Background: an optimization exercise with open tools, aiming at small area and a short achievable clock period. Do not read the settings as production practice. The RTL was checked by simulation tests, not by an equivalence proof against the original design.

==> flow/design.v <==
module lru_cache_4way #(
    parameter DEPTH       = 32,     
    parameter WAYS        = 4,      
    parameter TAG_BITS    = 31,
    parameter BLOCK_SIZE  = 8
)(
    input  logic clk,
    input  logic rst_n,
    input  logic wr_en,
    input  logic rd_en,
    input  logic [31:0] addr,               
    input  logic [BLOCK_SIZE-1:0] data_in,
    output logic [BLOCK_SIZE-1:0] data_out,
    output logic [BLOCK_SIZE-1:0] data_evicted,
    output logic                  data_evict_en
);
    localparam NUM_SETS   = DEPTH / WAYS;    
    localparam INDEX_BITS = $clog2(NUM_SETS);
    localparam WAY_BITS   = $clog2(WAYS);
    localparam STAG_BITS  = 32 - INDEX_BITS;   
    function automatic logic gt2(input logic [1:0] a, input logic [1:0] b);
        gt2 = (a[1] & ~b[1]) | ((a[1] | ~b[1]) & a[0] & ~b[0]);
    endfunction
    function automatic logic [1:0] inc2(input logic [1:0] a);
        inc2 = {a[1] ^ a[0], ~a[0]};
    endfunction
    logic [STAG_BITS-1:0]  line_tag   [NUM_SETS-1:0][WAYS-1:0];
    logic [BLOCK_SIZE-1:0] line_value [NUM_SETS-1:0][WAYS-1:0];
    logic                  line_valid [NUM_SETS-1:0][WAYS-1:0];
    logic [WAY_BITS-1:0]   line_lru   [NUM_SETS-1:0][WAYS-1:0];   
    logic                  pend;        
    logic                  pend_miss;   
    logic                  pend_acc;    
    logic [INDEX_BITS-1:0] pend_set;
    logic [WAYS-1:0]       pend_way;    
    logic [STAG_BITS-1:0]  pend_tag;    
    logic [BLOCK_SIZE-1:0] pend_value;
    logic [INDEX_BITS-1:0] idx;
    logic [STAG_BITS-1:0]  atag;
    assign idx  = addr[INDEX_BITS-1:0];
    assign atag = addr[31:INDEX_BITS];
    logic [NUM_SETS-1:0] sdec;
    always_comb
        for (int s = 0; s < NUM_SETS; s++)
            sdec[s] = (idx == s[INDEX_BITS-1:0]);
    logic [STAG_BITS-1:0]  set_tag   [WAYS-1:0];
    logic [BLOCK_SIZE-1:0] set_value [WAYS-1:0];
    logic                  set_valid [WAYS-1:0];
    logic [WAY_BITS-1:0]   set_lru   [WAYS-1:0];
    localparam LINE_BITS = WAY_BITS + 1 + BLOCK_SIZE + STAG_BITS;
    for (genvar w = 0; w < WAYS; w++) begin : g_read
        logic [NUM_SETS*LINE_BITS-1:0] lines;
        logic [LINE_BITS-1:0]          rd;
        for (genvar s = 0; s < NUM_SETS; s++) begin : g_set
            assign lines[s*LINE_BITS +: LINE_BITS] =
                {line_lru[s][w], line_valid[s][w], line_value[s][w], line_tag[s][w]};
        end
        logic [NUM_SETS-1:0] wdec;    
        lru_cache_dec #(.N(INDEX_BITS)) u_dec (.a(idx), .y(wdec));
        lru_cache_onehot_mux #(.N(NUM_SETS), .W(LINE_BITS)) u_mux (
            .sel(wdec), .d(lines), .y(rd));
        assign {set_lru[w], set_valid[w], set_value[w], set_tag[w]} = rd;
    end
    logic            pend_hit_set;
    logic [WAYS-1:0] byp;
    assign pend_hit_set = pend & (pend_set == idx);
    assign byp = {WAYS{pend_hit_set}} & pend_way;
    logic                lk_valid [WAYS-1:0];
    logic [WAY_BITS-1:0] lk_lru   [WAYS-1:0];
    logic                lru_byp;
    assign lru_byp = pend_acc & (pend_set == idx);
    always_comb
        for (int w = 0; w < WAYS; w++) begin
            lk_valid[w] = set_valid[w] | (byp[w] & pend_miss);
            if (lru_byp)
                lk_lru[w] = pend_way[w] ? WAY_BITS'(w) : inc2(set_lru[w] ^ WAY_BITS'(w)) ^ WAY_BITS'(w);
            else
                lk_lru[w] = set_lru[w];
        end
    logic            pend_eq;
    logic [WAYS-1:0] line_eq, hv;
    logic hit;
    assign pend_eq = (pend_tag == atag);
    always_comb
        for (int w = 0; w < WAYS; w++) begin
            line_eq[w] = (set_tag[w] == atag);
            hv[w] = lk_valid[w] && (byp[w] ? pend_eq : line_eq[w]);
        end
    assign hit = |hv;
    logic [BLOCK_SIZE-1:0] eff_value [WAYS-1:0];
    always_comb
        for (int w = 0; w < WAYS; w++)
            eff_value[w] = byp[w] ? pend_value : set_value[w];
    logic [WAY_BITS-1:0] L [WAYS-1:0];
    always_comb
        for (int w = 0; w < WAYS; w++)
            L[w] = lk_lru[w] ^ WAY_BITS'(w);
    logic [WAYS-1:0] lv;
    always_comb
        for (int w = 0; w < WAYS; w++) begin
            lv[w] = 1'b1;
            for (int j = 0; j < WAYS; j++) begin
                if (j < w && !gt2(L[w], L[j])) lv[w] = 1'b0;
                if (j > w &&  gt2(L[j], L[w])) lv[w] = 1'b0;
            end
        end
    logic [WAYS-1:0] sel;
    assign sel = hit ? hv : lv;
    logic [BLOCK_SIZE-1:0] hit_value, lru_value;
    logic                  lru_valid;
    always_comb begin
        hit_value = '0;
        lru_value = '0;
        lru_valid = 1'b0;
        for (int w = 0; w < WAYS; w++) begin
            hit_value = hit_value | ({BLOCK_SIZE{hv[w]}} & eff_value[w]);
            lru_value = lru_value | ({BLOCK_SIZE{lv[w]}} & eff_value[w]);
            lru_valid = lru_valid | (lv[w] & lk_valid[w]);
        end
    end
    logic acc, evict;
    assign acc   = wr_en | (rd_en & hit);
    assign evict = wr_en & ~hit & lru_valid;
    always_ff @(posedge clk or negedge rst_n) begin
        if (!rst_n) begin
            data_out      <= '0;
            data_evicted  <= '0;
            data_evict_en <= 1'b0;
        end else begin
            data_out      <= (wr_en | rd_en) ? hit_value : '0;
            data_evicted  <= evict ? lru_value : '0;
            data_evict_en <= evict;
        end
    end
    always_ff @(posedge clk or negedge rst_n) begin
        if (!rst_n) begin
            for (int s = 0; s < NUM_SETS; s++)
                for (int w = 0; w < WAYS; w++) begin
                    line_valid[s][w] <= 1'b0;
                    line_lru[s][w]   <= '0;
                end
            pend      <= 1'b0;
            pend_miss <= 1'b0;
            pend_acc  <= 1'b0;
        end else begin
            for (int s = 0; s < NUM_SETS; s++)
                for (int w = 0; w < WAYS; w++)
                    if (pend_set == s[INDEX_BITS-1:0]) begin
                        if (pend_acc) begin
                            if (pend_way[w]) line_lru[s][w] <= WAY_BITS'(w);
                            else             line_lru[s][w] <= inc2(line_lru[s][w] ^ WAY_BITS'(w)) ^ WAY_BITS'(w);
                        end
                        if (pend_miss && pend_way[w]) line_valid[s][w] <= 1'b1;
                    end
            pend      <= wr_en;
            pend_miss <= wr_en & ~hit;
            pend_acc  <= acc;
        end
    end
    always_ff @(posedge clk) begin
        pend_set   <= idx;
        pend_way   <= sel;
        pend_tag   <= atag;
        pend_value <= data_in;
    end
    for (genvar s = 0; s < NUM_SETS; s++) begin : g_wset
        for (genvar w = 0; w < WAYS; w++) begin : g_wway
            logic wen;
            logic [BLOCK_SIZE+STAG_BITS-1:0] nxt;
            assign wen = pend && (pend_set == s[INDEX_BITS-1:0]) && pend_way[w];
            lru_cache_hold #(.W(BLOCK_SIZE+STAG_BITS)) u_hold (
                .q({line_value[s][w], line_tag[s][w]}), .d({pend_value, pend_tag}),
                .en(wen), .en_n(~wen), .y(nxt));
            always_ff @(posedge clk)
                {line_value[s][w], line_tag[s][w]} <= nxt;
        end
    end
endmodule
module lru_cache_onehot_mux #(
    parameter N = 8,
    parameter W = 40
)(
    input  logic [N-1:0]   sel,
    input  logic [N*W-1:0] d,
    output logic [W-1:0]   y
);
    always_comb begin
        y = '0;
        for (int i = 0; i < N; i++)
            y = y | ({W{sel[i]}} & d[i*W +: W]);
    end
endmodule
module lru_cache_hold #(
    parameter W = 37
)(
    input  logic [W-1:0] q,
    input  logic [W-1:0] d,
    input  logic         en,
    input  logic         en_n,
    output logic [W-1:0] y
);
    assign y = (q & {W{en_n}}) | (d & {W{en}});
endmodule
module lru_cache_dec #(
    parameter N = 3
)(
    input  logic [N-1:0]      a,
    output logic [(1<<N)-1:0] y
);
    always_comb
        for (int i = 0; i < (1 << N); i++)
            y[i] = (a == i[N-1:0]);
endmodule
Settings: LEC_CHECK=0, CAP_MARGIN=20, CORE_MARGIN=2, CORE_UTILIZATION=60, CTS_CLUSTER_DIAMETER=80, CTS_CLUSTER_SIZE=25, SETUP_SLACK_MARGIN=3.0, SLEW_MARGIN=20, SYNTH_HIERARCHICAL=1; clock period 5.6 ns.
standard.sh (not shown) runs the stock make flow with config.mk's settings and CLKGATE_MAP_FILE= SYNTH_SCRIPT=/design/flow/synth_recipe.tcl, a recipe that flattens the netlist after the stock synthesis.
==> flow/flow/run.sh <==
#!/bin/bash
# Standard ORFS layout with two resizer settings changed: the port buffers are
# buf_4 cells, and timing repair may swap a cell for one of another footprint.
set -euo pipefail
cd "$(dirname "$0")/.."
bash standard.sh synth > synth.log 2>&1
bash standard.sh MATCH_CELL_FOOTPRINT=0 "BUFFER_PORTS_ARGS=-buffer_cell sky130_fd_sc_hd__buf_4" finish > layout.log 2>&1
==> next run, changes <==
--- a/flow/design.v
+++ b/flow/design.v
@@ -55,10 +55,8 @@
             assign lines[s*LINE_BITS +: LINE_BITS] =
                 {line_lru[s][w], line_valid[s][w], line_value[s][w], line_tag[s][w]};
         end
-        logic [NUM_SETS-1:0] wdec;    
-        lru_cache_dec #(.N(INDEX_BITS)) u_dec (.a(idx), .y(wdec));
         lru_cache_onehot_mux #(.N(NUM_SETS), .W(LINE_BITS)) u_mux (
-            .sel(wdec), .d(lines), .y(rd));
+            .sel(sdec), .d(lines), .y(rd));
         assign {set_lru[w], set_valid[w], set_value[w], set_tag[w]} = rd;
     end
     logic            pend_hit_set;
@@ -201,13 +199,3 @@
 );
     assign y = (q & {W{en_n}}) | (d & {W{en}});
 endmodule
-module lru_cache_dec #(
-    parameter N = 3
-)(
-    input  logic [N-1:0]      a,
-    output logic [(1<<N)-1:0] y
-);
-    always_comb
-        for (int i = 0; i < (1 << N); i++)
-            y[i] = (a == i[N-1:0]);
-endmodule
Result: The new run completed with no timing, DRC or antenna violations. Worst setup slack is worse by 0.21 ns. Utilization shrinks by 1.7 points. Sequential share of layout area grows by 1.8 points. Clock skew shrinks by 0.022 ns. Synthesized area shrinks by about 1%. Die area shrinks by about 1%. Final area shrinks by 3.8%.

afterwards: timing with drivers on the ports:
In the flow no input, the clock included, has a driving cell. The finished layouts below were timed again as built, in two steps. Step 1 sets driving cells, clkbuf_16 on the clock port and buf_2 on the other inputs (assumed; they add their load-dependent delay and slew). Step 2 adds t to the input delays and takes it off the output delays; t is the mean of the earliest and latest rising clock arrival at the registers after step 1. Input paths then give back, and output paths get back, about the clock's delay inside the block. a / b / c = no drivers / after step 1 / after step 2; a / b = the first two.
run	shift t [ns]	setup WS [ns]	worst hold slack (ns)	pins driven straight from the clock port
the first run	0.778	2.107 / 1.888 / 1.110	0.479 / 0.445 / 0.479	1
the second run	0.778	1.896 / 1.841 / 1.064	0.479 / 0.467 / 0.479	1
After both steps every run listed still meets setup and hold. The setup slack of the first run, which loses most, moves by -0.219 ns with the drivers and by -0.997 ns with both steps.
